From an optimization exercise on the open Yosys and OpenROAD flow, aimed at small area and a short achievable clock period; shortcuts taken in it are not production practice. RTL that was checked went through simulation tests only; none was proved equivalent to the original. Power is estimated from default activity; no workload was simulated.

Design BIST, start of the top module:
module BIST #(
  parameter int size = 6,
  parameter int length = 8
) (
  input logic start, rst, clk, rwbarin,
  input logic [size-1:0] address,
  input logic [length-1:0] datain,
  output logic [length-1:0] dataout,
  output logic fail,
  output logic bist_done,
  output logic bist_result
);
  logic NbarT, write_en, we;
  logic [7:0] bist_addr;
  logic [3:0] data_t;
  logic [7:0] ramin, ramout, lo, hi, keep;
  bist_multiplexer MUX (
    .normal_addr(address),
    .normal_data(datain),
    .normal_rwbar(rwbarin),
    .bist_addr(bist_addr[5:0]),
    .bist_data(data_t),
    .bist_we(write_en),
    .NbarT(NbarT),
    .lo(lo),
    .hi(hi),
    .keep(keep),
    .we(we),
    .mem_data(ramin)
  );
  bist_controller CNTRL (
    .clk(clk),
    .reset(rst),
    .start(start),
    .address(bist_addr),
    .write_en(write_en),
    .data_in(data_t),
    .data_out(ramout[3:0]),
    .bist_done(bist_done),
    .bist_result(bist_result),
    .test_mode(NbarT)
  );
  bist_sram MEM (
    .lo(lo),
    .hi(hi),
    .keep(keep),
    .ramin(ramin),
    .we(we),
    .clk(clk),
    .ramout(ramout)
  );
  bist_comparator CMP (
    .clk(clk),
    .NbarT(NbarT),
    .write_en(write_en),
  ...
Size in the first run: ~29 I/O pins, about 21000 sq um of cells after synthesis.
make LEC_CHECK=0 CAP_MARGIN=20 CORE_MARGIN=2 CORE_UTILIZATION=40 SETUP_SLACK_MARGIN=1.8 SLEW_MARGIN=20 SYNTH_HIERARCHICAL=1 finish   # period 4.2 ns
run.sh (not shown) runs the stock make flow with config.mk's settings and CLKGATE_MAP_FILE= SYNTH_SCRIPT=/design/flow/synth_recipe.tcl, a recipe that flattens the netlist after the stock synthesis.
The first run completed without violations.
Rerun with:
==> flow/flow/run.sh (new file) <==
#!/bin/bash
# The standard layout, with the port buffers made of plain buffers
# (sky130_fd_sc_hd__buf_4) instead of the resizer's default choice.
set -euo pipefail
export BUFFER_PORTS_ARGS="-buffer_cell sky130_fd_sc_hd__buf_4"
bash standard.sh finish > standard_finish.log 2>&1
==> flow/standard.sh (new file) <==
#!/bin/bash
# synth_recipe.tcl (not shown) runs the flow's synth.tcl, then flattens the netlist and writes it again
# the make line also repeats each setting of config.mk as NAME=value (left out here)
make -C /OpenROAD-flow-scripts/flow DESIGN_CONFIG=/design/flow/config.mk WORK_HOME=/design/flow/orfs CLKGATE_MAP_FILE= SYNTH_SCRIPT=/design/flow/synth_recipe.tcl "${@:-finish}"
removed: flow/run.sh
Effect: The changed run went through all stages and came out clean. Hold slack loses 0.017 ns. Wire length stays flat. Sequential share of layout area increases by 0.94 points.
Rerun with:
==> flow/run.sh (new file) <==
#!/bin/bash
# synth_recipe.tcl (not shown) runs the flow's synth.tcl, then flattens the netlist and writes it again
# the make line also repeats each setting of config.mk as NAME=value (left out here)
make -C /OpenROAD-flow-scripts/flow DESIGN_CONFIG=/design/flow/config.mk WORK_HOME=/design/flow/orfs CLKGATE_MAP_FILE= SYNTH_SCRIPT=/design/flow/synth_recipe.tcl finish
- SETUP_SLACK_MARGIN: 1.8 -> 1.5
removed: flow/flow/run.sh
removed: flow/standard.sh
Effect: The changed run produced a clean layout; flip-flop and latch count stays the same; via count goes down by 1.1%; cell area barely changes; total power stays flat; routed wire length goes down by 2.9%.

========
BIST, a different RTL version from the one above (not shown whole).
Size in the first run: roughly 550 flip-flops, roughly 29 I/O pins, roughly 21,000 um2 of cells after synthesis.
clock: 4.2 ns
lec_check: 0
abc_clock_period_in_ps: 1800
cap_margin: 20
core_margin: 2
core_utilization: 40
slew_margin: 20
Stock flow here: none of the scripts above is used.
The starting point went through all stages and came out clean.
Then changed:
SETUP_SLACK_MARGIN = 2.0   (was unset)
Clock skew rose by 0.0057 ns.
Worst setup slack improves by 0.78 ns.
Routed wire length rose by 9.3%.
Via count rose by 4.9%.
Area after synthesis is unchanged.
Sequential share of layout area fell by 4.5 points.
Function was not checked in any run of this note: the RTL went through the layout flow alone.

========
Setup of old:
BIST, a different RTL version from the one above (not shown whole).
Size: roughly 1300 cells after synthesis, ~29 I/O pins.
export LEC_CHECK = 0
export CAP_MARGIN = 20
export CORE_MARGIN = 2
export CORE_UTILIZATION = 68
export CTS_CLUSTER_DIAMETER = 100
export CTS_CLUSTER_SIZE = 25
export PLACE_DENSITY = 0.76
export SETUP_SLACK_MARGIN = 2.0
export SLEW_MARGIN = 20
export SYNTH_HIERARCHICAL = 1
create_clock -name core_clock -period 4.2 [get_ports {clk}]
standard.sh (not shown) runs the stock make flow with config.mk's settings and CLKGATE_MAP_FILE= SYNTH_SCRIPT=/design/flow/synth_recipe.tcl, a recipe that flattens the netlist after the stock synthesis.
==> flow/flow/run.sh <==
#!/bin/bash
# The standard layout, with the port buffers made of plain buffers
# (sky130_fd_sc_hd__buf_4) instead of the resizer's default choice, and
# synthesis mapping for a lighter load (ABC_LOAD_IN_FF 1) so that it picks
# smaller gates; timing repair sizes up the ones that need it.
set -euo pipefail
export BUFFER_PORTS_ARGS="-buffer_cell sky130_fd_sc_hd__buf_4"
bash standard.sh ABC_LOAD_IN_FF=1 finish > standard_finish.log 2>&1
old went all the way through the flow, and no timing, DRC or antenna check failed.
Inputs modified between old and new:
--- a/flow/config.mk
+++ b/flow/config.mk
@@ -10 +10 @@
-export CORE_UTILIZATION = 68
+export CORE_UTILIZATION = 40
@@ -13 +12,0 @@
-export PLACE_DENSITY = 0.76
[summary]
Measured against each other, new and old differ in met2 routed wirelength, the lower figure coming from old.
new: done, clean on timing, DRC and antenna
What old reported for die area has to be multiplied by 1.7 to get the figure for new.
new — area growth from synthesis to final layout 1.5 points higher, old as reference
Wire length of the first global-routing pass: new vs old up 5.3 mm

[re-timing with driven ports]
The results above use ideal ports. As a check the final layouts listed here were re-extracted and re-timed, cells and wires unchanged. Step 1, drivers: a clkbuf_16 drives clk and a buf_2 each remaining input, both assumed. Step 2 also shifts input and output timing later by t, the mid clock arrival at the registers, as if the neighbouring blocks saw the same clock. a / b / c = no drivers / after step 1 / after step 2; a / b = the first two.
run	t, ns	setup WS [ns]	hold WS [ns]	latest minus earliest clock arrival (ns)	worst slew at a driven data input, ns
the first run of note 1	0.649	1.800 / 1.784 / 1.182	0.523 / 0.523 / 0.523	0.019 / 0.019	0.03
the second run of note 1	0.654	1.803 / 1.791 / 1.297	0.506 / 0.506 / 0.506	0.022 / 0.022	0.06
the third run of note 1	0.673	1.535 / 1.472 / 0.957	0.509 / 0.509 / 0.509	0.028 / 0.028	0.05
the first run of note 2	0.657	0.884 / 0.884 / 0.428	0.455 / 0.455 / 0.455	0.014 / 0.014	0.05
the second run of note 2	0.667	1.668 / 1.680 / 1.034	0.450 / 0.450 / 0.450	0.018 / 0.019	0.04
old	0.627	1.953 / 1.939 / 1.311	0.456 / 0.456 / 0.456	0.021 / 0.021	0.07
new	0.639	1.899 / 1.911 / 1.272	0.474 / 0.474 / 0.474	0.031 / 0.031	0.06
After both steps setup and hold are still met in every run listed. The setup slack of old, which loses most, moves by -0.014 ns with the drivers and by -0.642 ns with both steps.
